Background: an optimization exercise with open tools, aiming at small area, a short achievable clock period and few clock cycles. Do not read the settings as production practice.
Where RTL was checked, it was by simulation tests only, not by an equivalence proof against the original.
For runs 5 and 6, only the layout was checked, not whether the RTL still works.
Power is estimated from default activity; no workload was simulated.

### flow/flow/run.sh
#!/bin/bash
# The standard layout, with plain buf_1 cells as the port buffers.
set -euo pipefail
export BUFFER_PORTS_ARGS="-buffer_cell sky130_fd_sc_hd__buf_1"
bash standard.sh > make_finish.log 2>&1
### flow/standard.sh
#!/bin/bash
# synth_recipe.tcl (not shown) runs the flow's synth.tcl, then flattens the netlist and writes it again
# the make line also repeats each setting of config.mk as NAME=value (left out here)
make -C /OpenROAD-flow-scripts/flow DESIGN_CONFIG=/design/flow/config.mk WORK_HOME=/design/flow/orfs CLKGATE_MAP_FILE= SYNTH_SCRIPT=/design/flow/synth_recipe.tcl "${@:-finish}"
### flow/config.mk
export PLATFORM = sky130hd
export DESIGN_NAME = rs_cudu_v2
export DESIGN_NICKNAME = rs_cudu_v2
export VERILOG_FILES = /design/flow/design.v
export SDC_FILE = /design/flow/constraint.sdc
export NUM_CORES = 4
export LEC_CHECK = 0
export CAP_MARGIN = 20
export CORE_MARGIN = 2
export CORE_UTILIZATION = 40
export SETUP_SLACK_MARGIN = 2.5
export SLEW_MARGIN = 20
### flow/constraint.sdc
create_clock -name core_clock -period 5.0 [get_ports {clock}]
set_input_delay 1.0000 -clock core_clock [delete_from_list [all_inputs] [get_ports {clock}]]
set_output_delay 1.0000 -clock core_clock [all_outputs]
set_load 0.01 [all_outputs]
### flow/design.v
module nr_step(
	input [10:0] r, input [9:0] q, input [1:0] p,
	output [10:0] r_n, output [9:0] q_n
);
wire neg = r[10];
wire ci = |p;
wire [9:0] hi = r[9:0] + ({1'b0, q[8:0]} ^ {10{~neg}}) + {9'd0, ci};
assign r_n = {hi[8:0], p - 2'd1};
assign q_n = {q[8:0], ~hi[9]};
endmodule
module rs_cudu_v2(
	input clock, reset,
	input sqrt_start, input [19:0] data_in,
	output sqrt_done, output [9:0] data_out
);
reg [2:0] cnt;		 
reg done;
reg [9:0] q;		 
reg [10:0] r;		 
reg [1:0] pr;		 
assign sqrt_done = done;
assign data_out = q;
function [6:0] seed;
	input [5:0] d;
	case (d)
		6'd0: seed = {3'd0, 4'd0};
		6'd1: seed = {3'd1, 4'd0};
		6'd2: seed = {3'd1, 4'd1};
		6'd3: seed = {3'd1, 4'd2};
		6'd4: seed = {3'd2, 4'd0};
		6'd5: seed = {3'd2, 4'd1};
		6'd6: seed = {3'd2, 4'd2};
		6'd7: seed = {3'd2, 4'd3};
		6'd8: seed = {3'd2, 4'd4};
		6'd9: seed = {3'd3, 4'd0};
		6'd10: seed = {3'd3, 4'd1};
		6'd11: seed = {3'd3, 4'd2};
		6'd12: seed = {3'd3, 4'd3};
		6'd13: seed = {3'd3, 4'd4};
		6'd14: seed = {3'd3, 4'd5};
		6'd15: seed = {3'd3, 4'd6};
		6'd16: seed = {3'd4, 4'd0};
		6'd17: seed = {3'd4, 4'd1};
		6'd18: seed = {3'd4, 4'd2};
		6'd19: seed = {3'd4, 4'd3};
		6'd20: seed = {3'd4, 4'd4};
		6'd21: seed = {3'd4, 4'd5};
		6'd22: seed = {3'd4, 4'd6};
		6'd23: seed = {3'd4, 4'd7};
		6'd24: seed = {3'd4, 4'd8};
		6'd25: seed = {3'd5, 4'd0};
		6'd26: seed = {3'd5, 4'd1};
		6'd27: seed = {3'd5, 4'd2};
		6'd28: seed = {3'd5, 4'd3};
		6'd29: seed = {3'd5, 4'd4};
		6'd30: seed = {3'd5, 4'd5};
		6'd31: seed = {3'd5, 4'd6};
		6'd32: seed = {3'd5, 4'd7};
		6'd33: seed = {3'd5, 4'd8};
		6'd34: seed = {3'd5, 4'd9};
		6'd35: seed = {3'd5, 4'd10};
		6'd36: seed = {3'd6, 4'd0};
		6'd37: seed = {3'd6, 4'd1};
		6'd38: seed = {3'd6, 4'd2};
		6'd39: seed = {3'd6, 4'd3};
		6'd40: seed = {3'd6, 4'd4};
		6'd41: seed = {3'd6, 4'd5};
		6'd42: seed = {3'd6, 4'd6};
		6'd43: seed = {3'd6, 4'd7};
		6'd44: seed = {3'd6, 4'd8};
		6'd45: seed = {3'd6, 4'd9};
		6'd46: seed = {3'd6, 4'd10};
		6'd47: seed = {3'd6, 4'd11};
		6'd48: seed = {3'd6, 4'd12};
		6'd49: seed = {3'd7, 4'd0};
		6'd50: seed = {3'd7, 4'd1};
		6'd51: seed = {3'd7, 4'd2};
		6'd52: seed = {3'd7, 4'd3};
		6'd53: seed = {3'd7, 4'd4};
		6'd54: seed = {3'd7, 4'd5};
		6'd55: seed = {3'd7, 4'd6};
		6'd56: seed = {3'd7, 4'd7};
		6'd57: seed = {3'd7, 4'd8};
		6'd58: seed = {3'd7, 4'd9};
		6'd59: seed = {3'd7, 4'd10};
		6'd60: seed = {3'd7, 4'd11};
		6'd61: seed = {3'd7, 4'd12};
		6'd62: seed = {3'd7, 4'd13};
		6'd63: seed = {3'd7, 4'd14};
	endcase
endfunction
wire [2:0] q0;
wire [3:0] r0;
assign {q0, r0} = seed(data_in[19:14]);
wire [10:0] rs [0:1];
wire [9:0] qs [0:1];
assign rs[0] = r;
assign qs[0] = q;
nr_step s0 (.r(rs[0]), .q(qs[0]), .p(pr[1:0]), .r_n(rs[1]), .q_n(qs[1]));
always @(posedge clock, posedge reset)
	if (reset) cnt <= 3'd0;
	else if (sqrt_start) cnt <= 3'd1;
	else if (cnt == 3'd7) cnt <= 3'd0;
	else if (cnt != 3'd0) cnt <= cnt + 3'd1;
always @(posedge clock, posedge reset)
	if (reset) done <= 1'b0;
	else done <= (cnt == 3'd6);
always @(posedge clock) begin
	if (sqrt_start) begin
		q <= {7'd0, q0};
		r <= {7'd0, r0};
	end else begin
		if (cnt != 3'd0) q <= qs[1];
		r <= rs[1];
	end
	case (cnt)
		3'd0: pr <= data_in[13:12];
		3'd1: pr <= data_in[11:10];
		3'd2: pr <= data_in[9:8];
		3'd3: pr <= data_in[7:6];
		3'd4: pr <= data_in[5:4];
		3'd5: pr <= data_in[3:2];
		default: pr <= data_in[1:0];
	endcase
end
endmodule
==> tab_implementation.tex, run 1 <==
\begin{tabular}{lr}
\hline
Metric & Value \\
\hline
\multicolumn{2}{l}{\textbf{STA}} \\
Tightest hold margin & 430 ps \\
RSZ-0062 raised after global routing & false \\
Hold violation total from the final report & 0 \\
Final period utilization & 44.4\% \\
Final count of pins violating max slew & 0 \\
Final Critical Period & roughly 2200 ps \\
Fmax achieved & between 0.4 and 0.5 GHz \\
Setup clock skew after layout & $\sim$5.5 ps \\
Worst slew slack as a fraction of its limit & 47.9\% \\
Setup\_tns & 0 ps \\
Transition time at the pin with the least slew margin & between 700 and 800 ps \\
Endpoints failing setup & 0 \\
\multicolumn{2}{l}{\textbf{Floorplanning}} \\
Die outline height & between 70 and 80 µm \\
Die outline area & 5150 µm² \\
Number of I/O pins & 34 \\
Die Span X & 71.8 µm \\
Standard-cell rows & 24 \\
Placeable core region & around 4400 µm² \\
Starting density of the core & between 40\% and 50\% \\
\multicolumn{2}{l}{\textbf{Clocking}} \\
CTS Buffer Depth & 2 \\
TritonCTS Sinks & 27 \\
Number of instances resized during post-cts repair & 0 \\
Root cell of the clock tree & clkbuf\_8 \\
Number of buffers inserted during clock tree synthesis & 3 \\
Number of buffers inserted for hold repair after clock tree synthesis & 0 \\
Clk\_lat worst skew & 280 ps \\
Post-CTS setup buffers & 0 \\
Clock edge transition at the registers on the reported setup and hold paths & about 100 ps \\
CTS tree & built \\
H-Tree Depth & 1 \\
\multicolumn{2}{l}{\textbf{Global route}} \\
Initial antenna violation count & 0 \\
Met2 Use GR & $\sim$28\% \\
Pin count of the biggest net entering global routing & 27 \\
Global-route track usage on met3 & 3.23\% \\
GRT met1 Usage & approximately 22\% \\
Total track usage & between 15 and 20\% \\
Total overflow reported by the global router & 0 \\
Routing layer with the top usage in global route & met2 \\
Global-route wire length before repair & 6.80 mm \\
Vias in the first global route & about 1500 \\
\multicolumn{2}{l}{\textbf{Critical path}} \\
Critical setup path kind & reg2reg \\
Crit end category & flop \\
Data arrival time of the worst path & 2420 ps \\
CP startpoint kind & flop \\
Required time reported for the critical path endpoint & 5200 ps \\
Length in cells of the worst reg-to-reg path & 9 \\
CP max FO & 10 \\
\multicolumn{2}{l}{\textbf{Synth}} \\
Post-synthesis cell area & around 1800 µm² \\
Sequential element share of the synthesized area & between 30\% and 40\% \\
Cell types with the largest area share after synthesis & dfxtp\_1 (22\%), ha\_1 (13\%), xnor2\_1 (6.2\%), dfrtp\_1 (5.4\%), a21oi\_1 (4.9\%) \\
Ys Warns & 1 \\
Count of state elements after synthesis & 27 \\
Area leader, netlist & dfxtp\_1 \\
Synth top area share & between 20\% and 30\% \\
Synth Area per Inst & around 8.5 µm² \\
Count of cell types in the netlist & 50 \\
Top cell types by occurrence after synthesis & nand2\_1 (24), dfxtp\_1 (20), ha\_1 (19), a21oi\_1 (18), inv\_1 (18) \\
Fraction of registers with async set/reset & around 15\% \\
Cell with the most instances after synthesis & nand2\_1 \\
Synthesized instance count & 215 \\
Top\_reg\_cell synth & dfxtp\_1 \\
Syn nets & 259 \\
Number of synthesized flops with an enable pin & 3 \\
\multicolumn{2}{l}{\textbf{Cells and area}} \\
Area of the multi-input gates & 1130 µm² \\
Antenna diodes & 0 \\
Final instance area & 2040 µm² \\
Sequential standard cell area & 592 µm² \\
Fin cells & 296 \\
Post-synthesis to final-layout area growth & 11.1\% \\
Final layout net count & $\sim$290 \\
Number of fillers in the final layout & 444 \\
Share of post-route cells with drive strength above 1 & about 4.9\% \\
\multicolumn{2}{l}{\textbf{Drt}} \\
DRC violation count after routing & 0 \\
TritonRoute pass-1 iters & 6 \\
DR vias/cell & 5.26 \\
WL final & about 4 mm \\
Remaining number of nets flagged by the antenna check after routing & 0 \\
Total vias in the final route & 1557 \\
Number of violations reported at the end of detailed-routing iteration 0 & 63 \\
Wire length per cell after detailed routing & 13.1 µm \\
\multicolumn{2}{l}{\textbf{Power and ir drop}} \\
Sum of internal, switching and leakage power & $\sim$0.0013 W \\
Leakage component of the power & 0.825 nW \\
Worst IR Drop VDD & 0.000278 V \\
Power density relative to cell area & 648 nW/µm² \\
\multicolumn{2}{l}{\textbf{Place}} \\
Routability-driven placement congestion ratio & 0.739 \\
Count of input and output buffers & 33 \\
Detailed placer's ending HPWL & 3.00 mm \\
Post-DP Area & 1990 µm² \\
Cell Count Post-Placement & 292 \\
\multicolumn{2}{l}{\textbf{Hold path}} \\
Number of cells traversed by the worst hold path & 1 \\
Class of the tightest hold or removal check & reg2reg \\
\multicolumn{2}{l}{\textbf{Run}} \\
Max-cap violations & 0 \\
\multicolumn{2}{l}{\textbf{Status}} \\
Outcome & complete, no violations \\
\hline
\end{tabular}
## sequential cells by signal (all words and copies together), names as in the netlist
register / count
cnt: 3
done: 1
pr: 2
q: 10
r: 11
## kinds of logic (layout without fill, tap and decap cells)
kind of cell,Yosys count,count (layout),synth area share (%)
flip-flops,27,27,32.2
XOR/XNOR,16,16,7.63
AO/OA/AOI/OAI,62,62,22.7
buffers and inverters,28,57,6.27
AND/OR/NAND/NOR,59,59,15.0
multiplexers,2,2,1.16
adder cells (fa/ha/maj),21,21,15.1
## critical path: stages, from the launching register on
cell,delay [ps]
dfxtp_2,510
xnor2_1,150
fa_1,420
inv_1,90
fa_1,170
nor2b_1,60
o31a_1,270
o21a_1,190
o21a_1,160
nor3_1,120
## metrics by stage
stage | util, % | setup slack (ps)
floorplan | - | 2930
detailed placement | 45.4 | 2590
CTS | 46.5 | 2560
global route | 46.5 | 2570
global placement | 45.4 | 2630
finish | 46.5 | 2780
## routing by layer
layer  share of wire, %  wire, µm  vias to the layer above
met5                  0         0                        -
met4               0.69        27                        0
met3                3.7       144                        4
met2                 46      1800                       33
met1                 49      1920                      710
li1                   -         -                      810
## placed cells by master, fill, tap and decap left out, types with 2 or more instances in the layout
master    Yosys  layout
o21ai_1       4       4
dfrtp_1       4       4
a222oi_1      2       2
nor2b_1       4       4
clkbuf_8      0       3
nor3_1        8       8
fa_1          2       2
dfxtp_1      20      19
o21a_1        4       4
o21ai_0       5       5
a21oi_1      18      18
inv_1        18      18
buf_1         0      33
xnor2_1      13      13
nand2_1      24      24
a21o_1        3       3
ha_1         19      19
edfxtp_1      3       3
nor2_1       12      12
a211oi_1      3       3
xor2_1        3       3
o22ai_1       3       3
o211ai_1      2       2
a31oi_1       3       3
nand3_1       3       3
a21oi_2       2       2
or3_1         2       2
## where the power goes
group / switching [W] / internal, W / total, W
Clock: 0.0000740 / 0.0000586 / 0.000133
Sequential: 0.0000659 / 0.000306 / 0.000372
Combinational: 0.000452 / 0.000365 / 0.000817
## final cells by class
type	count	area share, %
multi-input combinational	160	55.4
sequential	27	29.0
timing repair buffer	34	6.44
inverter	19	3.49
tap	52	3.19
clock buffer	3	2.02
clock inverter	1	0.429
## final timing paths
check	from	to	slack (ps)
min in group asynchronous	reset	cnt[2]	550
worst min-delay path	pr[0]	r[0]	430
worst max-delay path	r[10]	r[8]	2780
worst max register to register	r[10]	r[8]	2780
max in group asynchronous	reset	cnt[0]	4310
worst min register to register	pr[0]	r[0]	430
Testbench counts, summed over its fixed seeds: cycles 32,008.
==> run 2: changes to the inputs <==
--- a/flow/config.mk
+++ b/flow/config.mk
@@ -8,5 +8,5 @@
 export CAP_MARGIN = 20
 export CORE_MARGIN = 2
 export CORE_UTILIZATION = 40
-export SETUP_SLACK_MARGIN = 2.5
+export SETUP_SLACK_MARGIN = 3.1
 export SLEW_MARGIN = 20
==> tab_implementation.tex, run 2 <==
\begin{tabular}{lr}
\hline
Metric & Value \\
\hline
\multicolumn{2}{l}{\textbf{Power and ir drop}} \\
Leakage component of the power & 0.878 nW \\
Share of total power in the clock network & 9.5\% \\
Worst IR Drop VDD & 0.000284 V \\
Sum of internal, switching and leakage power & 0.00140 W \\
Sw Pwr & 0.000617 W \\
Cell-internal power & 0.000786 W \\
Share of total power in sequential cells & between 20\% and 30\% \\
Comb power frac & between 60\% and 70\% \\
Power density relative to cell area & 652 nW/µm² \\
Switching power share of the total & a little over two fifths \\
\multicolumn{2}{l}{\textbf{Clocking}} \\
Root cell of the clock tree & clkbuf\_8 \\
TritonCTS Sinks & 27 \\
Clk\_lat worst skew & 280 ps \\
Number of buffers inserted during clock tree synthesis & 3 \\
Number of buffers inserted for hold repair after clock tree synthesis & 0 \\
Clock edge transition at the registers on the reported setup and hold paths & 100 ps \\
CTS Buffer Depth & 2 \\
H-Tree Depth & 1 \\
CTS tree & built \\
\multicolumn{2}{l}{\textbf{Synth}} \\
Synthesized instance count & roughly 220 \\
Post-synthesis cell area & 1840 µm² \\
Cell types with the largest area share after synthesis & dfxtp\_1 (22\%), ha\_1 (13\%), xnor2\_1 (6.2\%), dfrtp\_1 (5.4\%), a21oi\_1 (4.9\%) \\
Area leader, netlist & dfxtp\_1 \\
Cell with the most instances after synthesis & nand2\_1 \\
Synth top area share & 21.8\% \\
Top cell types by occurrence after synthesis & nand2\_1 (24), dfxtp\_1 (20), ha\_1 (19), a21oi\_1 (18), inv\_1 (18) \\
Syn nets & between 200 and 300 \\
Number of synthesized flops with an enable pin & 3 \\
Sequential element share of the synthesized area & between 30\% and 40\% \\
Fraction of registers with async set/reset & 14.8\% \\
Top\_reg\_cell synth & dfxtp\_1 \\
Count of cell types in the netlist & 50 \\
Count of state elements after synthesis & 27 \\
Ys Warns & 1 \\
Synth Area per Inst & 8.54 µm² \\
\multicolumn{2}{l}{\textbf{STA}} \\
Final period utilization & 43.3\% \\
Worst slew slack as a fraction of its limit & 67.8\% \\
Final Critical Period & 2170 ps \\
RSZ-0062 raised after global routing & true \\
Transition time at the pin with the least slew margin & 481 ps \\
Final count of pins violating max slew & 0 \\
Endpoints failing setup & 0 \\
Hold violation total from the final report & 0 \\
Setup\_tns & 0 ps \\
Fmax achieved & 0.462 GHz \\
Setup clock skew after layout & 3.04 ps \\
\multicolumn{2}{l}{\textbf{Drt}} \\
Remaining number of nets flagged by the antenna check after routing & 0 \\
Metal-1 WL & 2.03 mm \\
DR vias/cell & 5.24 \\
Highest signal layer in the routed design & met4 \\
DRC violation count after routing & 0 \\
WL final & 3.92 mm \\
Met3 wire len & about 130 µm \\
Number of violations reported at the end of detailed-routing iteration 0 & between 40 and 50 \\
Wire length per cell after detailed routing & 13.1 µm \\
Detailed-routed wire length on met2 & between 1.5 and 2 mm \\
Total vias in the final route & 1573 \\
TritonRoute pass-1 iters & 6 \\
\multicolumn{2}{l}{\textbf{Place}} \\
Detailed placer's ending HPWL & 2.92 mm \\
Count of input and output buffers & 33 \\
Routability-driven placement congestion ratio & 0.766 \\
\multicolumn{2}{l}{\textbf{Global route}} \\
Initial antenna violation count & 0 \\
Vias in the first global route & 1537 \\
Total track usage & approximately 16\% \\
Total overflow reported by the global router & 0 \\
Pin count of the biggest net entering global routing & 27 \\
Global-route wire length before repair & 6.82 mm \\
\multicolumn{2}{l}{\textbf{Critical path}} \\
Required time reported for the critical path endpoint & roughly 5200 ps \\
R2r endpoint & r[8] \\
Bufs and invs on worst path & 1 \\
Crit end category & flop \\
Slowest CP cell & edfxtp\_1 \\
Start of the worst register-to-register path & q[0] \\
Cell count along the critical path & 9 \\
Data arrival time of the worst path & 2370 ps \\
CP startpoint kind & flop \\
Length in cells of the worst reg-to-reg path & 9 \\
Maximum cell stage delay along the critical path & approximately 460 ps \\
Worst path top cell family by delay & compound AO/OA/AOI/OAI gates \\
Flop2flop setup slack & 2830 ps \\
CP max FO & 3 \\
Critical setup path kind & reg2reg \\
List of cells traversed by the critical path & xnor2\_2 > fa\_2 > inv\_2 > fa\_2 > nor2b\_2 > o31a\_1 > o21a\_1 > o21a\_1 > nor3\_1 \\
\multicolumn{2}{l}{\textbf{Cells and area}} \\
Antenna diodes & 0 \\
Largest Register & r \\
Post-synthesis to final-layout area growth & 17.1\% \\
Number of fillers in the final layout & approximately 440 \\
Largest register FFs & 11 \\
Most common cell after layout, fill and taps aside & buf\_1 \\
Largest registers & r x11, q x10, cnt x3 \\
Commonest cells after routing, fill and taps aside & buf\_1 (28), nand2\_1 (24), a21oi\_1 (18), ha\_1 (18), inv\_1 (15) \\
Final layout net count & 293 \\
Share of post-route cells with drive strength above 1 & 15.3\% \\
\multicolumn{2}{l}{\textbf{Hold path}} \\
Startpoint of the lowest-slack hold path & pr[0] \\
Class of the tightest hold or removal check & reg2reg \\
Number of cells traversed by the worst hold path & 1 \\
Capture endpoint of the worst hold path & r[0] \\
\multicolumn{2}{l}{\textbf{Floorplanning}} \\
Starting density of the core & 41.9\% \\
Die outline area & 5150 µm² \\
Number of I/O pins & 34 \\
Placeable core region & between 4000 and 5000 µm² \\
Standard-cell rows & 24 \\
Die outline height & 71.8 µm \\
Die Span X & 71.8 µm \\
\multicolumn{2}{l}{\textbf{Run}} \\
Max-cap violations & 0 \\
\multicolumn{2}{l}{\textbf{Status}} \\
Outcome & complete, no violations \\
\hline
\end{tabular}
## run 2: changes by cell type in the layout (fill, tap and decap cells not counted), moves of 2 or more
cell,previous run,this run
nor2b_1,4,2
dfxtp_1,19,14
buf_1,33,28
clkbuf_4,0,2
dfxtp_2,1,5
fa_1,2,0
inv_1,18,15
buf_2,0,2
inv_2,1,4
buf_4,1,5
fa_2,0,2
## run 2: final cells by class
type | count | area [µm²] | area share (%)
multi-input combinational | 160 | 1190 | 55.4
tap | 52 | 65.1 | 3.03
timing repair buffer | 38 | 173 | 8.03
sequential | 27 | 601 | 27.9
clock buffer | 3 | 41.3 | 1.92
clock inverter | 1 | 8.76 | 0.407
inverter | 19 | 71.3 | 3.32
## run 2: how the worst max path moves through the flow
stage,startpoint,endpoint,slack [ps]
detailed placement,data_in[19],q[0],2600
finish,q[0],r[8],2830
global route,q[0],r[8],2750
global placement,data_in[18],q[0],2580
CTS,q[0],r[10],2870
floorplan,q[0],r[8],2950
## run 2: metrics by stage
step                utilization [%]  worst slack, ps  cells  cell area [µm²]  hold WS, ps
finish                         49.1             2830    300             2150          441
CTS                            48.1             2870    299             2110          435
floorplan                         -             2950    215             1880          404
global placement               46.1             2580    292             2020          416
global route                   49.1             2750    300             2150          460
detailed placement             46.1             2600    292             2020          420
## run 2: what timing repair did
| action | 4_1_cts | 5_1_grt |
|---|---|---|
| endpoints found under the setup margin | 18 | 19 |
| buffers inserted | 3 | 1 |
| gates resized for setup | 10 | 14 |
## run 2: kinds of logic (layout without fill, tap and decap cells)
kind of cell | Yosys count | after routing | synth area share, %
compound gates | 62 | 62 | 22.7
xor+xnor | 16 | 16 | 7.63
fa+ha+maj | 21 | 21 | 15.1
buf+inv | 28 | 61 | 6.27
flops | 27 | 27 | 32.2
mux | 2 | 2 | 1.16
simple gates | 59 | 59 | 15.0
## run 2: routing by layer
metal,global-route usage [%],vias to the layer above
met5,0,-
met4,2.94,0
met2,25.0,34
li1,-,827
met3,3.52,2
met1,23.9,710
## run 2: power groups by stage
stage | logic [W] | clock network [W] | registers [W]
5_1_grt | 0.00102 | 0.000144 | 0.000387
3_3_place_gp | 0.000819 | 0 | 0.000379
6_report | 0.000893 | 0.000133 | 0.000376
2_1_floorplan | 0.000674 | 0 | 0.000359
4_1_cts | 0.000860 | 0.000137 | 0.000376
3_5_place_dp | 0.000818 | 0 | 0.000380
## run 2: worst reg2reg max path, cell delays in order (launching register included)
cell and delay (ps):
edfxtp_1 460, xnor2_2 180, fa_2 380, inv_2 70, fa_2 200, nor2b_2 50, o31a_1 290, o21a_1 200
o21a_1 160, nor3_1 120
==> run 3: changes to the inputs <==
--- a/flow/config.mk
+++ b/flow/config.mk
@@ -8,5 +8,5 @@
 export CAP_MARGIN = 20
 export CORE_MARGIN = 2
 export CORE_UTILIZATION = 40
-export SETUP_SLACK_MARGIN = 3.1
+export SETUP_SLACK_MARGIN = 2.8
 export SLEW_MARGIN = 20
==> tab_implementation.tex, run 3 <==
\begin{tabular}{lr}
\hline
Metric & Value \\
\hline
\multicolumn{2}{l}{\textbf{Status}} \\
Outcome & complete, no violations \\
\multicolumn{2}{l}{\textbf{Synth}} \\
Count of cell types in the netlist & 50 \\
Area leader, netlist & dfxtp\_1 \\
Synth Area per Inst & 8.54 µm² \\
Syn nets & 259 \\
Cell with the most instances after synthesis & nand2\_1 \\
Synth top area share & 21.8\% \\
Synthesized instance count & 215 \\
Top cell types by occurrence after synthesis & nand2\_1 (24), dfxtp\_1 (20), ha\_1 (19), a21oi\_1 (18), inv\_1 (18) \\
Number of synthesized flops with an enable pin & 3 \\
Post-synthesis cell area & 1840 µm² \\
Cell types with the largest area share after synthesis & dfxtp\_1 (22\%), ha\_1 (13\%), xnor2\_1 (6.2\%), dfrtp\_1 (5.4\%), a21oi\_1 (4.9\%) \\
Count of state elements after synthesis & 27 \\
Top\_reg\_cell synth & dfxtp\_1 \\
Ys Warns & 1 \\
Fraction of registers with async set/reset & between 10\% and 20\% \\
Sequential element share of the synthesized area & about 32\% \\
\multicolumn{2}{l}{\textbf{Drt}} \\
DR vias/cell & about 5.3 \\
DRC violation count after routing & 0 \\
Total vias in the final route & between 1500 and 2000 \\
Wire length per cell after detailed routing & 13.2 µm \\
TritonRoute pass-1 iters & 4 \\
Number of violations reported at the end of detailed-routing iteration 0 & 49 \\
WL final & around 3.9 mm \\
Remaining number of nets flagged by the antenna check after routing & 0 \\
\multicolumn{2}{l}{\textbf{Critical path}} \\
Required time reported for the critical path endpoint & 5210 ps \\
Crit end category & flop \\
Length in cells of the worst reg-to-reg path & 9 \\
First element of the critical path & q[0] \\
CP max FO & 3 \\
CP startpoint kind & flop \\
Start of the worst register-to-register path & q[0] \\
R2r endpoint & r[8] \\
Flop2flop setup slack & 2860 ps \\
Data arrival time of the worst path & 2350 ps \\
Critical setup path kind & reg2reg \\
Termination of the worst setup path & r[8] \\
\multicolumn{2}{l}{\textbf{Global route}} \\
Global-route wire length before repair & 6.84 mm \\
Initial antenna violation count & 0 \\
Vias in the first global route & 1538 \\
Total track usage & between 10\% and 20\% \\
Total overflow reported by the global router & 0 \\
Pin count of the biggest net entering global routing & 27 \\
\multicolumn{2}{l}{\textbf{Cells and area}} \\
Commonest cells after routing, fill and taps aside & buf\_1 (32), nand2\_1 (24), ha\_1 (19), dfxtp\_1 (19), a21oi\_1 (18) \\
Fin cells & 298 \\
Post-synthesis to final-layout area growth & 13.5\% \\
Antenna diodes & 0 \\
Largest register FFs & 11 \\
Largest Register & r \\
Most common cell after layout, fill and taps aside & buf\_1 \\
Largest registers & r x11, q x10, cnt x3 \\
Final layout net count & slightly below 300 \\
Finished Core Util & 47.5\% \\
Share of post-route cells with drive strength above 1 & 8.94\% \\
\multicolumn{2}{l}{\textbf{Run}} \\
Max-cap violations & 0 \\
\multicolumn{2}{l}{\textbf{Clocking}} \\
TritonCTS Sinks & 27 \\
Number of buffers inserted during clock tree synthesis & 3 \\
CTS tree & built \\
Clock edge transition at the registers on the reported setup and hold paths & 100 ps \\
Clk\_lat worst skew & 280 ps \\
Number of buffers inserted for hold repair after clock tree synthesis & 0 \\
Root cell of the clock tree & clkbuf\_8 \\
CTS Buffer Depth & 2 \\
H-Tree Depth & 1 \\
\multicolumn{2}{l}{\textbf{STA}} \\
Setup clock skew after layout & 5.73 ps \\
Worst slew slack as a fraction of its limit & 48.0\% \\
Hold violation total from the final report & 0 \\
Fmax achieved & 0.467 GHz \\
Final period utilization & 42.9\% \\
Transition time at the pin with the least slew margin & 778 ps \\
Endpoints failing setup & 0 \\
Final count of pins violating max slew & 0 \\
Minimum setup slack in the final design & around 2900 ps \\
Setup\_tns & 0 ps \\
Final Critical Period & 2140 ps \\
RSZ-0062 raised after global routing & true \\
\multicolumn{2}{l}{\textbf{Place}} \\
Cell Count Post-Placement & 292 \\
Pre-CTS worst setup slack & 2590 ps \\
Count of input and output buffers & 33 \\
Detailed placer's ending HPWL & 3.00 mm \\
Routability-driven placement congestion ratio & 0.739 \\
\multicolumn{2}{l}{\textbf{Floorplanning}} \\
Die outline area & 5150 µm² \\
Placeable core region & 4380 µm² \\
Die outline height & 71.8 µm \\
Starting density of the core & 41.9\% \\
Standard-cell rows & 24 \\
Number of I/O pins & 34 \\
Die Span X & 71.8 µm \\
\multicolumn{2}{l}{\textbf{Power and ir drop}} \\
Worst IR Drop VDD & approximately 0.00028 V \\
Leakage component of the power & 0.843 nW \\
Power density relative to cell area & $\sim$660 nW/µm² \\
Sum of internal, switching and leakage power & 0.00137 W \\
\multicolumn{2}{l}{\textbf{Hold path}} \\
Class of the tightest hold or removal check & reg2reg \\
Startpoint of the lowest-slack hold path & pr[0] \\
Number of cells traversed by the worst hold path & 1 \\
\hline
\end{tabular}
-- run 3: final cells by class --
class	count	area, µm²
fillers	436	2300
multi-input cells	160	1160
flip-flops and latches	27	594
repair buffers	36	148
inverters	19	71.3
well taps	52	65.1
clock buffers	3	41.3
clock inverters	1	8.76
-- run 3: power by group --
| part | internal (W) | switching (W) |
|---|---|---|
| clock | 0.0000586 | 0.0000737 |
| sequential | 0.000308 | 0.0000666 |
| combinational | 0.000392 | 0.000472 |
| total | 0.000758 | 0.000613 |
-- run 3: how the worst min path moves through the flow --
stage            to  slack [ps]
3_5_place_dp   r[0]         420
2_1_floorplan  r[0]         400
3_3_place_gp   r[0]         420
4_1_cts        r[0]         430
6_report       r[0]         430
5_1_grt        r[0]         450
-- run 3: worst max-delay path, stage by stage (launching register included) --
cell and delay [ps]:
edfxtp_1 430, xnor2_1 170, fa_2 380, inv_2 70, fa_2 190, nor2b_2 50
o31a_1 330, o21a_1 200, o21a_1 180, nor3_2 90
-- run 3: what timing repair did --
action	in CTS	in global routing
setup buffers	1	1
pin swaps	0	1
gates cloned	0	0
gates resized for setup	2	8
endpoints found under the setup margin	3	4
-- run 3: per-stage QoR --
stage               hold slack [ps]  cell area (µm²)
floorplan                       404             1840
global placement                416             1990
detailed placement              416             1990
CTS                             432             2050
global route                    454             2080
finish                          430             2080
-- run 3: logic make-up (layout without fill, tap and decap cells) --
| logic type | count (synthesis) | after routing | share of synthesized area (%) |
|---|---|---|---|
| AOI/OAI and AO/OA | 62 | 62 | 22.7 |
| xor gates and xnor gates | 16 | 16 | 7.63 |
| adders and majority gates | 21 | 21 | 15.1 |
| buffers and inverters | 28 | 59 | 6.27 |
| DFF | 27 | 27 | 32.2 |
| muxes | 2 | 2 | 1.16 |
| and+or+nand+nor | 59 | 59 | 15.0 |
-- run 3: layer usage --
layer | vias up | GRT usage (%) | routed length (µm)
met1 | 728 | 22.1 | 1980
met3 | 2 | 3.23 | 129
met2 | 28 | 27.8 | 1810
met4 | 0 | 2.52 | 23
li1 | 816 | - | -
met5 | - | 0 | 0
==> run 4: changes to the inputs <==
==> flow/run.sh (new file) <==
#!/bin/bash
# synth_recipe.tcl (not shown) runs the flow's synth.tcl, then flattens the netlist and writes it again
# the make line also repeats each setting of config.mk as NAME=value (left out here)
make -C /OpenROAD-flow-scripts/flow DESIGN_CONFIG=/design/flow/config.mk WORK_HOME=/design/flow/orfs CLKGATE_MAP_FILE= SYNTH_SCRIPT=/design/flow/synth_recipe.tcl finish
--- a/flow/config.mk
+++ b/flow/config.mk
@@ -8,5 +8,5 @@
 export CAP_MARGIN = 20
 export CORE_MARGIN = 2
 export CORE_UTILIZATION = 40
-export SETUP_SLACK_MARGIN = 2.8
+export SETUP_SLACK_MARGIN = 2.5
 export SLEW_MARGIN = 20
removed: flow/flow/run.sh
removed: flow/standard.sh
==> tab_implementation.tex, run 4 <==
\begin{tabular}{lr}
\hline
Metric & Value \\
\hline
\multicolumn{2}{l}{\textbf{STA}} \\
Fmax achieved & 0.421 GHz \\
Setup clock skew after layout & 3.73 ps \\
Endpoints failing setup & 0 \\
Final Critical Period & between 2000 and 2500 ps \\
Worst slew slack as a fraction of its limit & between 30 and 40\% \\
Minimum setup slack in the final design & 2620 ps \\
Final count of pins violating max slew & 0 \\
Setup\_tns & 0 ps \\
RSZ-0062 raised after global routing & true \\
Final period utilization & 47.5\% \\
Tightest hold margin & about 420 ps \\
Transition time at the pin with the least slew margin & 951 ps \\
Hold violation total from the final report & 0 \\
\multicolumn{2}{l}{\textbf{Cells and area}} \\
Antenna diodes & 0 \\
Largest registers & r x11, q x10, cnt x3 \\
Largest register FFs & 11 \\
Commonest cells after routing, fill and taps aside & clkdlybuf4s50\_1 (31), nand2\_1 (24), ha\_1 (19), dfxtp\_1 (19) \\
Final layout net count & 288 \\
Most common cell after layout, fill and taps aside & clkdlybuf4s50\_1 \\
Post-synthesis to final-layout area growth & 21.9\% \\
Largest Register & r \\
Final instance area & 2240 µm² \\
Number of fillers in the final layout & roughly 440 \\
Share of post-route cells with drive strength above 1 & 4.12\% \\
\multicolumn{2}{l}{\textbf{Clocking}} \\
CTS Buffer Depth & 2 \\
CTS tree & built \\
Clock edge transition at the registers on the reported setup and hold paths & 90 ps \\
Number of instances resized during post-cts repair & 2 \\
Clk\_lat worst skew & 270 ps \\
TritonCTS Sinks & 27 \\
Post-CTS setup buffers & 0 \\
Number of buffers inserted during clock tree synthesis & 3 \\
Root cell of the clock tree & clkbuf\_8 \\
H-Tree Depth & 1 \\
Number of buffers inserted for hold repair after clock tree synthesis & 0 \\
\multicolumn{2}{l}{\textbf{Synth}} \\
Top\_reg\_cell synth & dfxtp\_1 \\
Cell types with the largest area share after synthesis & dfxtp\_1 (22\%), ha\_1 (13\%), xnor2\_1 (6.2\%), dfrtp\_1 (5.4\%), a21oi\_1 (4.9\%) \\
Sequential element share of the synthesized area & 32.2\% \\
Count of cell types in the netlist & 50 \\
Top cell types by occurrence after synthesis & nand2\_1 (24), dfxtp\_1 (20), ha\_1 (19), a21oi\_1 (18), inv\_1 (18) \\
Fraction of registers with async set/reset & 14.8\% \\
Fraction of synthesized area in multiplexers & under 10\% \\
Adder and majority cell fraction of the synthesized area & 15.1\% \\
Area leader, netlist & dfxtp\_1 \\
Synth top area share & 21.8\% \\
Share of the synthesized netlist area taken by xor and xnor gates & under 10\% \\
Number of synthesized flops with an enable pin & 3 \\
Ys Warns & 1 \\
Synthesized-area fraction occupied by ao, oa, aoi and oai cells & between 20\% and 30\% \\
Count of state elements after synthesis & 27 \\
Post-synthesis share of cell area spent on and, or, nand and nor gates & 15.0\% \\
Synth Area per Inst & between 8 and 9 µm² \\
Cell with the most instances after synthesis & nand2\_1 \\
Synthesized instance count & around 220 \\
Dominant combinational cell family by area after synthesis & compound AO/OA/AOI/OAI gates \\
Syn nets & between 200 and 300 \\
Post-synthesis cell area & 1840 µm² \\
\multicolumn{2}{l}{\textbf{Power and ir drop}} \\
Worst IR Drop VDD & 0.000261 V \\
Power density relative to cell area & roughly 600 nW/µm² \\
Leakage component of the power & 0.914 nW \\
\multicolumn{2}{l}{\textbf{Critical path}} \\
Worst path top cell family by delay & buffers and inverters \\
Start of the worst register-to-register path & q[0] \\
Slowest CP cell & clkdlybuf4s50\_1 \\
List of cells traversed by the critical path & clkdlybuf4s50\_1 > nand2b\_1 > a21oi\_1 > a211oi\_1 > a211o\_1 > o21ai\_1 \\
CP max FO & 10 \\
Flop2flop setup slack & between 2000 and 3000 ps \\
Crit end category & flop \\
Length in cells of the worst reg-to-reg path & 9 \\
Data arrival time of the worst path & between 2000 and 3000 ps \\
First element of the critical path & data\_in[17] \\
Termination of the worst setup path & r[0] \\
R2r endpoint & r[8] \\
Critical setup path kind & in2reg \\
Maximum cell stage delay along the critical path & 720 ps \\
Required time reported for the critical path endpoint & between 5000 and 6000 ps \\
Bufs and invs on worst path & 1 \\
Cell count along the critical path & 6 \\
CP startpoint kind & input pin \\
\multicolumn{2}{l}{\textbf{Drt}} \\
TritonRoute pass-1 iters & 4 \\
Remaining number of nets flagged by the antenna check after routing & 0 \\
WL final & 3.93 mm \\
DRC violation count after routing & 0 \\
DR vias/cell & 5.34 \\
Number of violations reported at the end of detailed-routing iteration 0 & 27 \\
Total vias in the final route & roughly 1600 \\
Wire length per cell after detailed routing & $\sim$13 µm \\
\multicolumn{2}{l}{\textbf{Global route}} \\
Initial antenna violation count & 0 \\
Pin count of the biggest net entering global routing & 27 \\
Global-route wire length before repair & 6.90 mm \\
Total overflow reported by the global router & 0 \\
Vias in the first global route & 1535 \\
Total track usage & around 17\% \\
\multicolumn{2}{l}{\textbf{Place}} \\
Post-DP Area & 2190 µm² \\
Pre-CTS worst setup slack & 2030 ps \\
Count of input and output buffers & 33 \\
Detailed placer's ending HPWL & a little over 3 mm \\
Routability-driven placement congestion ratio & 0.784 \\
\multicolumn{2}{l}{\textbf{Run}} \\
Max-cap violations & 0 \\
\multicolumn{2}{l}{\textbf{Hold path}} \\
Class of the tightest hold or removal check & reg2reg \\
\multicolumn{2}{l}{\textbf{Floorplanning}} \\
Die outline area & 5150 µm² \\
Starting density of the core & 41.9\% \\
Standard-cell rows & 24 \\
Die Span X & just over 70 µm \\
Placeable core region & between 4000 and 5000 µm² \\
Die outline height & 71.8 µm \\
Number of I/O pins & 34 \\
\multicolumn{2}{l}{\textbf{Status}} \\
Outcome & complete, no violations \\
\hline
\end{tabular}
## run 4: cell count changes in the layout (fill, tap and decap cells not counted), moves of 2 or more
cell	before	now
buf_1	32	0
buf_4	3	0
clkdlybuf4s50_1	0	31
fa_1	0	2
fa_2	2	0
nor3_1	6	8
nor3_2	2	0
## run 4: cell families after synthesis
family,Yosys count
compound gates,62
mux,2
buf+inv,28
fa+ha+maj,21
flops,27
simple gates,59
xor+xnor,16
## run 4: worst register-to-register path, delay by kind of cell, from the launching register on
family	cells	cell delay (ps)
adder cells (fa/ha/maj)	2	620
AO/OA/AOI/OAI	3	620
flip-flops	1	440
AND/OR/NAND/NOR	2	220
XOR/XNOR	1	170
buffers and inverters	1	90
## run 4: area by class of cell
cell class | count | area, µm² | share of cell area [%]
clock buffer | 4 | 45.0 | 2.01
inverter | 19 | 71.3 | 3.19
multi-input combinational | 160 | 1130 | 50.5
sequential | 27 | 594 | 26.6
tap | 52 | 65.1 | 2.91
timing repair buffer | 33 | 332 | 14.8
## run 4: stage by stage
stage / utilization, % / std cells / total power (W)
global placement: 49.9 / 291 / 0.00123
CTS: 50.9 / 295 / 0.00136
floorplan: - / 215 / 0.00102
global route: 51.1 / 295 / 0.00150
detailed placement: 49.9 / 291 / 0.00123
finish: 51.1 / 295 / 0.00134
## run 4: report_power, final
group / leakage, nW / switching (W) / internal (W) / total, W
clock network: 0.0228 / 0.0000678 / 0.0000571 / 0.000125
logic: 0.643 / 0.000446 / 0.000399 / 0.000845
registers: 0.248 / 0.0000655 / 0.000308 / 0.000373
total: 0.914 / 0.000579 / 0.000764 / 0.00134
## run 4: how the worst min path moves through the flow
stage	startpoint	endpoint	slack [ps]	cells after the start
2_1_floorplan	pr[0]	r[0]	400	1
3_3_place_gp	pr[0]	r[0]	410	1
3_5_place_dp	pr[0]	r[0]	410	1
4_1_cts	pr[0]	r[0]	430	1
5_1_grt	pr[0]	r[0]	450	1
6_report	pr[0]	r[0]	420	1
## run 4: layer usage
metal / track usage [%] / part of all wire (%) / vias up
li1: - / - / 812
met1: 23.4 / 51 / 727
met2: 26.1 / 45 / 29
met3: 3.38 / 3.2 / 6
met4: 3.98 / 1.1 / 0
met5: 0 / 0 / -
==> run 5: changes to the inputs <==
--- a/flow/design.v
+++ b/flow/design.v
@@ -92,6 +92,11 @@
 wire [2:0] q0;
 wire [3:0] r0;
 assign {q0, r0} = seed(data_in[19:14]);
+wire [10:0] ss [0:1];
+wire [9:0] sq [0:1];
+assign ss[0] = {7'd0, r0};
+assign sq[0] = {7'd0, q0};
+nr_step t0 (.r(ss[0]), .q(sq[0]), .p(data_in[13:12]), .r_n(ss[1]), .q_n(sq[1]));
 wire [10:0] rs [0:1];
 wire [9:0] qs [0:1];
 assign rs[0] = r;
@@ -100,26 +105,25 @@
 always @(posedge clock, posedge reset)
 	if (reset) cnt <= 3'd0;
 	else if (sqrt_start) cnt <= 3'd1;
-	else if (cnt == 3'd7) cnt <= 3'd0;
+	else if (cnt == 3'd6) cnt <= 3'd0;
 	else if (cnt != 3'd0) cnt <= cnt + 3'd1;
 always @(posedge clock, posedge reset)
 	if (reset) done <= 1'b0;
-	else done <= (cnt == 3'd6);
+	else done <= (cnt == 3'd5);
 always @(posedge clock) begin
 	if (sqrt_start) begin
-		q <= {7'd0, q0};
-		r <= {7'd0, r0};
+		q <= sq[1];
+		r <= ss[1];
 	end else begin
 		if (cnt != 3'd0) q <= qs[1];
 		r <= rs[1];
 	end
 	case (cnt)
-		3'd0: pr <= data_in[13:12];
-		3'd1: pr <= data_in[11:10];
-		3'd2: pr <= data_in[9:8];
-		3'd3: pr <= data_in[7:6];
-		3'd4: pr <= data_in[5:4];
-		3'd5: pr <= data_in[3:2];
+		3'd0: pr <= data_in[11:10];
+		3'd1: pr <= data_in[9:8];
+		3'd2: pr <= data_in[7:6];
+		3'd3: pr <= data_in[5:4];
+		3'd4: pr <= data_in[3:2];
 		default: pr <= data_in[1:0];
 	endcase
 end
==> tab_implementation.tex, run 5 <==
\begin{tabular}{lr}
\hline
Metric & Value \\
\hline
\multicolumn{2}{l}{\textbf{Status}} \\
Outcome & complete, no violations \\
\multicolumn{2}{l}{\textbf{Run}} \\
Max-cap violations & 0 \\
\multicolumn{2}{l}{\textbf{Critical path}} \\
Length in cells of the worst reg-to-reg path & 8 \\
Most frequent cell on the critical path & a21o\_1 \\
CP startpoint kind & input pin \\
Maximum cell stage delay along the critical path & 310 ps \\
Required time reported for the critical path endpoint & 5020 ps \\
R2r endpoint & r[10] \\
Crit end category & flop \\
CP max FO & 5 \\
Start of the worst register-to-register path & q[0] \\
Data arrival time of the worst path & 2730 ps \\
Slowest CP cell & ha\_1 \\
Critical setup path kind & in2reg \\
List of cells traversed by the critical path & buf\_12 > nor2b\_4 > a21o\_1 > nand2\_2 > buf\_6 > o221ai\_4 > a21oi\_2 > ha\_1 > a21o\_1 > a21oi\_4 > and3\_1 > a31oi\_1 \\
Flop2flop setup slack & 2390 ps \\
\multicolumn{2}{l}{\textbf{Place}} \\
Detailed placer's ending HPWL & 3.42 mm \\
Routability-driven placement congestion ratio & 0.836 \\
Count of input and output buffers & 33 \\
Cell Count Post-Placement & 332 \\
\multicolumn{2}{l}{\textbf{Cells and area}} \\
Largest registers & r x11, q x10, cnt x3 \\
Fin cells & 359 \\
Commonest cells after routing, fill and taps aside & clkdlybuf4s50\_1 (24), nand2\_1 (21), nor2\_1 (20) \\
Number of fillers in the final layout & 465 \\
Largest register FFs & 11 \\
Post-synthesis to final-layout area growth & 44.7\% \\
Most common cell after layout, fill and taps aside & clkdlybuf4s50\_1 \\
Largest Register & r \\
Final layout net count & between 300 and 400 \\
Share of post-route cells with drive strength above 1 & 26.0\% \\
Antenna diodes & 0 \\
\multicolumn{2}{l}{\textbf{Clocking}} \\
CTS tree & built \\
Clk\_lat worst skew & roughly 270 ps \\
H-Tree Depth & 1 \\
Number of buffers inserted during clock tree synthesis & 3 \\
TritonCTS Sinks & 27 \\
Root cell of the clock tree & clkbuf\_8 \\
Clock edge transition at the registers on the reported setup and hold paths & 90 ps \\
CTS Buffer Depth & 2 \\
\multicolumn{2}{l}{\textbf{Hold path}} \\
Class of the tightest hold or removal check & reg2reg \\
Capture endpoint of the worst hold path & q[9] \\
Startpoint of the lowest-slack hold path & q[9] \\
Number of cells traversed by the worst hold path & 2 \\
\multicolumn{2}{l}{\textbf{Power and ir drop}} \\
Leakage component of the power & 1.22 nW \\
Sum of internal, switching and leakage power & $\sim$0.0013 W \\
Power density relative to cell area & about 450 nW/µm² \\
Worst IR Drop VDD & 0.000271 V \\
\multicolumn{2}{l}{\textbf{Floorplanning}} \\
Standard-cell rows & 26 \\
Number of I/O pins & 34 \\
Die outline area & 5700 µm² \\
Placeable core region & between 5000 and 6000 µm² \\
Starting density of the core & 40.8\% \\
Die Span X & 75.5 µm \\
Die outline height & between 70 and 80 µm \\
\multicolumn{2}{l}{\textbf{Global route}} \\
Pin count of the biggest net entering global routing & 24 \\
Initial antenna violation count & 0 \\
Vias in the first global route & 1632 \\
Total track usage & 17.7\% \\
Total overflow reported by the global router & 0 \\
Global-route wire length before repair & 7.65 mm \\
\multicolumn{2}{l}{\textbf{Synth}} \\
Synthesized instance count & between 200 and 250 \\
Cell types with the largest area share after synthesis & dfxtp\_1 (19\%), ha\_1 (9.8\%), edfxtp\_1 (5.9\%), mux2i\_1 (5.4\%), a21oi\_1 (5.1\%) \\
Top cell types by occurrence after synthesis & nand2\_1 (22), a21oi\_1 (21), nor2\_1 (21), dfxtp\_1 (19), inv\_1 (18) \\
Sequential element share of the synthesized area & approximately 30\% \\
Cell with the most instances after synthesis & nand2\_1 \\
Area leader, netlist & dfxtp\_1 \\
Count of state elements after synthesis & 27 \\
Synth Area per Inst & 8.48 µm² \\
Post-synthesis cell area & approximately 2000 µm² \\
Number of synthesized flops with an enable pin & 4 \\
Ys Warns & 1 \\
Top\_reg\_cell synth & dfxtp\_1 \\
Synth top area share & 18.6\% \\
Count of cell types in the netlist & 47 \\
Fraction of registers with async set/reset & 14.8\% \\
Syn nets & 284 \\
\multicolumn{2}{l}{\textbf{STA}} \\
RSZ-0062 raised after global routing & true \\
Final period utilization & 54.2\% \\
Endpoints failing setup & 0 \\
Final count of pins violating max slew & 0 \\
Worst slew slack as a fraction of its limit & 41.1\% \\
Setup clock skew after layout & 1.21 ps \\
Hold violation total from the final report & 0 \\
Transition time at the pin with the least slew margin & between 800 and 900 ps \\
Final Critical Period & 2710 ps \\
Fmax achieved & roughly 0.37 GHz \\
Setup\_tns & 0 ps \\
\multicolumn{2}{l}{\textbf{Drt}} \\
DR vias/cell & 5.18 \\
Total vias in the final route & 1860 \\
DRC violation count after routing & 0 \\
WL final & 5.18 mm \\
Number of violations reported at the end of detailed-routing iteration 0 & 87 \\
Remaining number of nets flagged by the antenna check after routing & 0 \\
TritonRoute pass-1 iters & 4 \\
Wire length per cell after detailed routing & 14.4 µm \\
\hline
\end{tabular}
## run 5: cell types whose count changed after synthesis, moves of 3 or more
cell and change:
a21oi_1 +3, ha_1 -3, mux2i_1 +10, nand2b_1 +4, nor2_1 +9, nor2b_1 -3, o21ai_0 +4, o21ai_1 -3
o31ai_1 +4
## run 5: layout make-up
type	instances	area (µm²)	area share, %
multi-input cells	183	1510	51.1
repair buffers	57	629	21.3
inverters	18	80.1	2.71
clock buffers	4	45.0	1.52
flip-flops and latches	27	604	20.4
well taps	70	87.6	2.96
## run 5: how the worst max path moves through the flow
stage	from	end	cells past startpoint
6_report	data_in[17]	q[0]	12
5_1_grt	data_in[19]	q[0]	12
4_1_cts	data_in[15]	r[6]	12
3_5_place_dp	data_in[18]	q[0]	11
3_3_place_gp	data_in[18]	q[0]	11
2_1_floorplan	data_in[18]	q[0]	12
## run 5: worst max-delay path, delay by kind of cell
kind / cells / cell delay (ps)
buffers and inverters: 2 / 230
and+or+nand+nor: 3 / 370
adders and majority gates: 1 / 310
AOI/OAI and AO/OA: 6 / 820
## run 5: repair_timing
item                                    4_1_cts  5_1_grt
gates resized for setup                      83       14
hold buffers                                  0        0
endpoints found under the setup margin       15       10
gates cloned                                  1        2
setup buffers                                16        4
pin swaps                                    16        8
## run 5: power by group
| part | switching (W) | internal (W) | total [W] | leakage [nW] |
|---|---|---|---|---|
| clock | 0.0000694 | 0.0000572 | 0.000127 | 0.0228 |
| combinational | 0.000455 | 0.000413 | 0.000868 | 0.944 |
| sequential | 0.0000570 | 0.000290 | 0.000347 | 0.251 |
| total | 0.000581 | 0.000760 | 0.00134 | 1.22 |
## run 5: logic make-up after synthesis
kind of cell / share of synthesized area [%]
AOI/OAI and AO/OA: 22.2
xor gates and xnor gates: 5.57
adders and majority gates: 13.7
buffers and inverters: 6.43
DFF: 29.4
muxes: 5.94
and+or+nand+nor: 16.8
## run 5: routing by layer
layer / global-route usage [%] / routed length [µm] / vias up
met2: 27.8 / 2570 / 45
li1: - / - / 945
met4: 2.92 / 21 / 0
met1: 25.4 / 2370 / 865
met5: 0 / 0 / -
met3: 3.70 / 214 / 5
## run 5: through the flow
| step | area (µm²) | setup slack [ps] | hold slack (ps) | util, % |
|---|---|---|---|---|
| CTS | 2810 | 2330 | 507 | 56.1 |
| global placement | 2460 | 1320 | 485 | 49.2 |
| floorplan | 2130 | 2190 | 452 | - |
| global route | 2960 | 2210 | 534 | 59.1 |
| finish | 2960 | 2290 | 500 | 59.1 |
| detailed placement | 2460 | 1290 | 485 | 49.2 |
==> run 6: changes to the inputs <==
==> flow/design.v (replaced) <==
module nr_step(
	input [10:0] r, input [9:0] q, input [1:0] p,
	output [10:0] r_n, output [9:0] q_n
);
wire neg = r[10];
wire ci = |p;
wire [9:0] hi = r[9:0] + ({1'b0, q[8:0]} ^ {10{~neg}}) + {9'd0, ci};
assign r_n = {hi[8:0], p - 2'd1};
assign q_n = {q[8:0], ~hi[9]};
endmodule
module rs_cudu_v2(
	input clock, reset,
	input sqrt_start, input [19:0] data_in,
	output sqrt_done, output [9:0] data_out
);
reg [2:0] cnt;		 
reg done;
reg [9:0] q;		 
reg [10:0] r;		 
reg [1:0] pr;		 
assign sqrt_done = done;
assign data_out = q;
function [4:0] seed;
	input [3:0] d;
	case (d)
		4'd0: seed = {2'd0, 3'd0};
		4'd1: seed = {2'd1, 3'd0};
		4'd2: seed = {2'd1, 3'd1};
		4'd3: seed = {2'd1, 3'd2};
		4'd4: seed = {2'd2, 3'd0};
		4'd5: seed = {2'd2, 3'd1};
		4'd6: seed = {2'd2, 3'd2};
		4'd7: seed = {2'd2, 3'd3};
		4'd8: seed = {2'd2, 3'd4};
		4'd9: seed = {2'd3, 3'd0};
		4'd10: seed = {2'd3, 3'd1};
		4'd11: seed = {2'd3, 3'd2};
		4'd12: seed = {2'd3, 3'd3};
		4'd13: seed = {2'd3, 3'd4};
		4'd14: seed = {2'd3, 3'd5};
		4'd15: seed = {2'd3, 3'd6};
	endcase
endfunction
wire [1:0] q0;
wire [2:0] r0;
assign {q0, r0} = seed(data_in[19:16]);
wire [10:0] ss [0:2];
wire [9:0] sq [0:2];
assign ss[0] = {8'd0, r0};
assign sq[0] = {8'd0, q0};
nr_step t0 (.r(ss[0]), .q(sq[0]), .p(data_in[15:14]), .r_n(ss[1]), .q_n(sq[1]));
nr_step t1 (.r(ss[1]), .q(sq[1]), .p(data_in[13:12]), .r_n(ss[2]), .q_n(sq[2]));
wire [10:0] rs [0:1];
wire [9:0] qs [0:1];
assign rs[0] = r;
assign qs[0] = q;
nr_step s0 (.r(rs[0]), .q(qs[0]), .p(pr[1:0]), .r_n(rs[1]), .q_n(qs[1]));
always @(posedge clock, posedge reset)
	if (reset) cnt <= 3'd0;
	else if (sqrt_start) cnt <= 3'd1;
	else if (cnt == 3'd6) cnt <= 3'd0;
	else if (cnt != 3'd0) cnt <= cnt + 3'd1;
always @(posedge clock, posedge reset)
	if (reset) done <= 1'b0;
	else done <= (cnt == 3'd5);
always @(posedge clock) begin
	if (sqrt_start) begin
		q <= sq[2];
		r <= ss[2];
	end else begin
		if (cnt != 3'd0) q <= qs[1];
		r <= rs[1];
	end
	case (cnt)
		3'd0: pr <= data_in[11:10];
		3'd1: pr <= data_in[9:8];
		3'd2: pr <= data_in[7:6];
		3'd3: pr <= data_in[5:4];
		3'd4: pr <= data_in[3:2];
		default: pr <= data_in[1:0];
	endcase
end
endmodule
==> tab_implementation.tex, run 6 <==
\begin{tabular}{lr}
\hline
Metric & Value \\
\hline
\multicolumn{2}{l}{\textbf{Place}} \\
Count of input and output buffers & 33 \\
Post-DP Area & 2500 µm² \\
Pre-CTS worst setup slack & 27.4 ps \\
Detailed placer's ending HPWL & 3.50 mm \\
Routability-driven placement congestion ratio & 0.784 \\
\multicolumn{2}{l}{\textbf{Synth}} \\
Top\_reg\_cell synth & dfxtp\_1 \\
Sequential element share of the synthesized area & 29.9\% \\
Count of state elements after synthesis & 27 \\
Top cell types by occurrence after synthesis & nor2\_1 (24), dfxtp\_1 (19), ha\_1 (19), nand2\_1 (17) \\
Cell types with the largest area share after synthesis & dfxtp\_1 (19\%), ha\_1 (12\%), mux2i\_1 (7.5\%), xnor2\_1 (6.1\%), fa\_1 (6.0\%) \\
Ys Warns & 1 \\
Synth top area share & 18.9\% \\
Cell with the most instances after synthesis & nor2\_1 \\
Syn nets & approximately 270 \\
Post-synthesis cell area & 2010 µm² \\
Fraction of registers with async set/reset & 14.8\% \\
Number of synthesized flops with an enable pin & 4 \\
Synthesized instance count & 219 \\
Area leader, netlist & dfxtp\_1 \\
Synth Area per Inst & between 9 and 10 µm² \\
Count of cell types in the netlist & 45 \\
\multicolumn{2}{l}{\textbf{Floorplanning}} \\
Placeable core region & approximately 4800 µm² \\
Standard-cell rows & 25 \\
Die Span X & roughly 75 µm \\
Starting density of the core & 42.0\% \\
Number of I/O pins & 34 \\
Die outline area & 5600 µm² \\
Die outline height & $\sim$75 µm \\
\multicolumn{2}{l}{\textbf{Cells and area}} \\
Finished Core Util & 57.7\% \\
Largest register FFs & 11 \\
Largest Register & r \\
Largest registers & r x11, q x10, cnt x3 \\
Final instance area & 2760 µm² \\
Number of fillers in the final layout & 425 \\
Post-synthesis to final-layout area growth & 37.4\% \\
Most common cell after layout, fill and taps aside & clkdlybuf4s50\_1 \\
Final layout net count & 315 \\
Commonest cells after routing, fill and taps aside & clkdlybuf4s50\_1 (27), nor2\_1 (22), dfxtp\_1 (19) \\
Share of post-route cells with drive strength above 1 & 23.7\% \\
Antenna diodes & 0 \\
\multicolumn{2}{l}{\textbf{Global route}} \\
Vias in the first global route & 1617 \\
Global-route wire length before repair & about 7.5 mm \\
Total track usage & 17.7\% \\
Initial antenna violation count & 0 \\
Total overflow reported by the global router & 0 \\
Pin count of the biggest net entering global routing & 28 \\
\multicolumn{2}{l}{\textbf{Critical path}} \\
Crit end category & flop \\
Slowest CP cell & fa\_2 \\
Data arrival time of the worst path & between 4000 and 5000 ps \\
Critical setup path kind & in2reg \\
Required time reported for the critical path endpoint & 5190 ps \\
Maximum cell stage delay along the critical path & around 400 ps \\
Most frequent cell on the critical path & fa\_2 \\
CP startpoint kind & input pin \\
CP max FO & 3 \\
List of cells traversed by the critical path & buf\_12 > inv\_8 > ha\_4 > mux2i\_4 > fa\_2 > inv\_2 > fa\_2 > nor2\_4 > inv\_2 > ha\_4 > inv\_4 > fa\_2 > fa\_2 > a21o\_1 > a21oi\_2 > a21oi\_1 > or3\_4 > o31ai\_1 \\
\multicolumn{2}{l}{\textbf{STA}} \\
Endpoints failing setup & 0 \\
Setup\_tns & 0 ps \\
RSZ-0062 raised after global routing & true \\
Hold violation total from the final report & 0 \\
Transition time at the pin with the least slew margin & between 600 and 700 ps \\
Final count of pins violating max slew & 0 \\
Minimum setup slack in the final design & around 1000 ps \\
Setup clock skew after layout & 3.55 ps \\
Final Critical Period & between 3000 and 4000 ps \\
Fmax achieved & 0.252 GHz \\
Final period utilization & about four fifths \\
Worst slew slack as a fraction of its limit & 58.0\% \\
\multicolumn{2}{l}{\textbf{Power and ir drop}} \\
Power density relative to cell area & 512 nW/µm² \\
Worst IR Drop VDD & just under 0.0002 V \\
Leakage component of the power & 1.15 nW \\
Sum of internal, switching and leakage power & 0.00141 W \\
\multicolumn{2}{l}{\textbf{Drt}} \\
Remaining number of nets flagged by the antenna check after routing & 0 \\
Wire length per cell after detailed routing & 13.6 µm \\
DRC violation count after routing & 0 \\
WL final & 4.52 mm \\
DR vias/cell & 4.93 \\
Total vias in the final route & roughly 1600 \\
TritonRoute pass-1 iters & 4 \\
Number of violations reported at the end of detailed-routing iteration 0 & 60 \\
\multicolumn{2}{l}{\textbf{Clocking}} \\
TritonCTS Sinks & 27 \\
CTS Buffer Depth & 2 \\
CTS tree & built \\
H-Tree Depth & 1 \\
Root cell of the clock tree & clkbuf\_8 \\
Clock edge transition at the registers on the reported setup and hold paths & 100 ps \\
Clk\_lat worst skew & approximately 270 ps \\
Number of buffers inserted during clock tree synthesis & 3 \\
\multicolumn{2}{l}{\textbf{Status}} \\
Outcome & complete, no violations \\
\multicolumn{2}{l}{\textbf{Run}} \\
Max-cap violations & 0 \\
\multicolumn{2}{l}{\textbf{Hold path}} \\
Class of the tightest hold or removal check & reg2reg \\
\hline
\end{tabular}
-- run 6: cell count changes after synthesis, moves of 4 or more --
cell / previous run / this run
nor3_1: 7 / 3
mux2i_1: 11 / 15
xor2_1: 2 / 7
nand2b_1: 5 / 1
nand2_1: 22 / 17
a21oi_1: 21 / 11
-- run 6: logic make-up (layout without fill, tap and decap cells) --
kind of cell | count (synthesis) | after routing | synth area share (%)
compound gates | 48 | 48 | 16.3
xor+xnor | 21 | 21 | 9.16
buf+inv | 24 | 71 | 4.67
mux | 17 | 17 | 8.60
flops | 27 | 27 | 29.9
simple gates | 57 | 57 | 13.6
fa+ha+maj | 25 | 25 | 17.8
-- run 6: metal layers --
metal / part of all wire, % / global-route usage, %
met3: 2.1 / 1.20
met4: 1.5 / 6.55
met5: 0 / 0
met2: 48 / 28.8
met1: 48 / 24.9
-- run 6: path summary, 6_finish.rpt --
kind	to	from	slack, ps	depth (start not counted)
setup / recovery	r[8]	data_in[16]	1040	18
hold / removal	r[0]	pr[0]	490	1
setup reg to reg	r[10]	r[10]	2310	8
hold reg to reg	r[0]	pr[0]	490	1
max in group asynchronous	cnt[0]	reset	3940	2
min in group asynchronous	done	reset	900	2
-- run 6: worst max-delay path, delay by kind of cell --
family	cells	cell delay, ps
and+or+nand+nor	2	460
muxes	1	160
adders and majority gates	6	1770
AOI/OAI and AO/OA	4	460
buffers and inverters	5	290
-- run 6: through the flow --
stage	cells	hold slack, ps
final	333	488
after global routing	333	524
after CTS	330	493
after detailed placement	315	479
after global placement	315	476
after floorplan	219	452
-- run 6: cell type report --
type	instances	area, µm²	share of cell area (%)
Timing Repair Buffer	51	475	17.2
Tap cell	67	83.8	3.04
Inverter	16	75.1	2.72
Clock inverter	1	5.00	0.181
Multi-Input combinational cell	168	1480	53.6
Clock buffer	3	41.3	1.50
Sequential cell	27	601	21.8
-- run 6: timing repair --
action / 4_1_cts / 5_1_grt
endpoints found under the hold margin: 0 / 0
setup buffers: 11 / 3
gates resized for setup: 41 / 6
pin swaps: 21 / 10
setup endpoints to repair: 11 / 11
hold buffers: 0 / 0
-- run 6: report_power, final --
group / switching [W] / total, W / internal (W)
Combinational: 0.000466 / 0.000936 / 0.000470
Clock: 0.0000705 / 0.000126 / 0.0000559
Sequential: 0.0000612 / 0.000352 / 0.000290

## re-timing with driven ports
Ports are ideal in the flow. The routed layouts listed here were re-timed in OpenROAD.
Step 1: set_driving_cell puts a clkbuf_16 on clock and a buf_2 on each other input, an assumption about the parent block.
Step 2 times the ports against the registers' clock, not the clock port: input delays grow and output delays shrink by t, the midpoint of the rising clock arrivals with the driver on.
Slacks: no drivers / after step 1 / after step 2; pairs: no drivers / after step 1.
| run | shift t [ns] | slack for setup (ns) | worst slew at a driven data input, ns |
|---|---|---|---|
| run 1 | 0.303 | 2.779 / 2.779 / 2.564 | 0.03 |
| run 2 | 0.300 | 2.834 / 2.834 / 2.828 | 0.03 |
| run 3 | 0.302 | 2.857 / 2.857 / 2.572 | 0.03 |
| run 4 | 0.297 | 2.623 / 2.628 / 2.331 | 0.03 |
| run 5 | 0.299 | 2.291 / 2.183 / 1.884 | 0.13 |
| run 6 | 0.298 | 1.038 / 0.998 / 0.700 | 0.06 |
After both steps setup and hold are still met in every run listed. For run 5, which loses most, drivers alone change the setup slack by -0.108 ns; drivers and shift together by -0.407 ns.
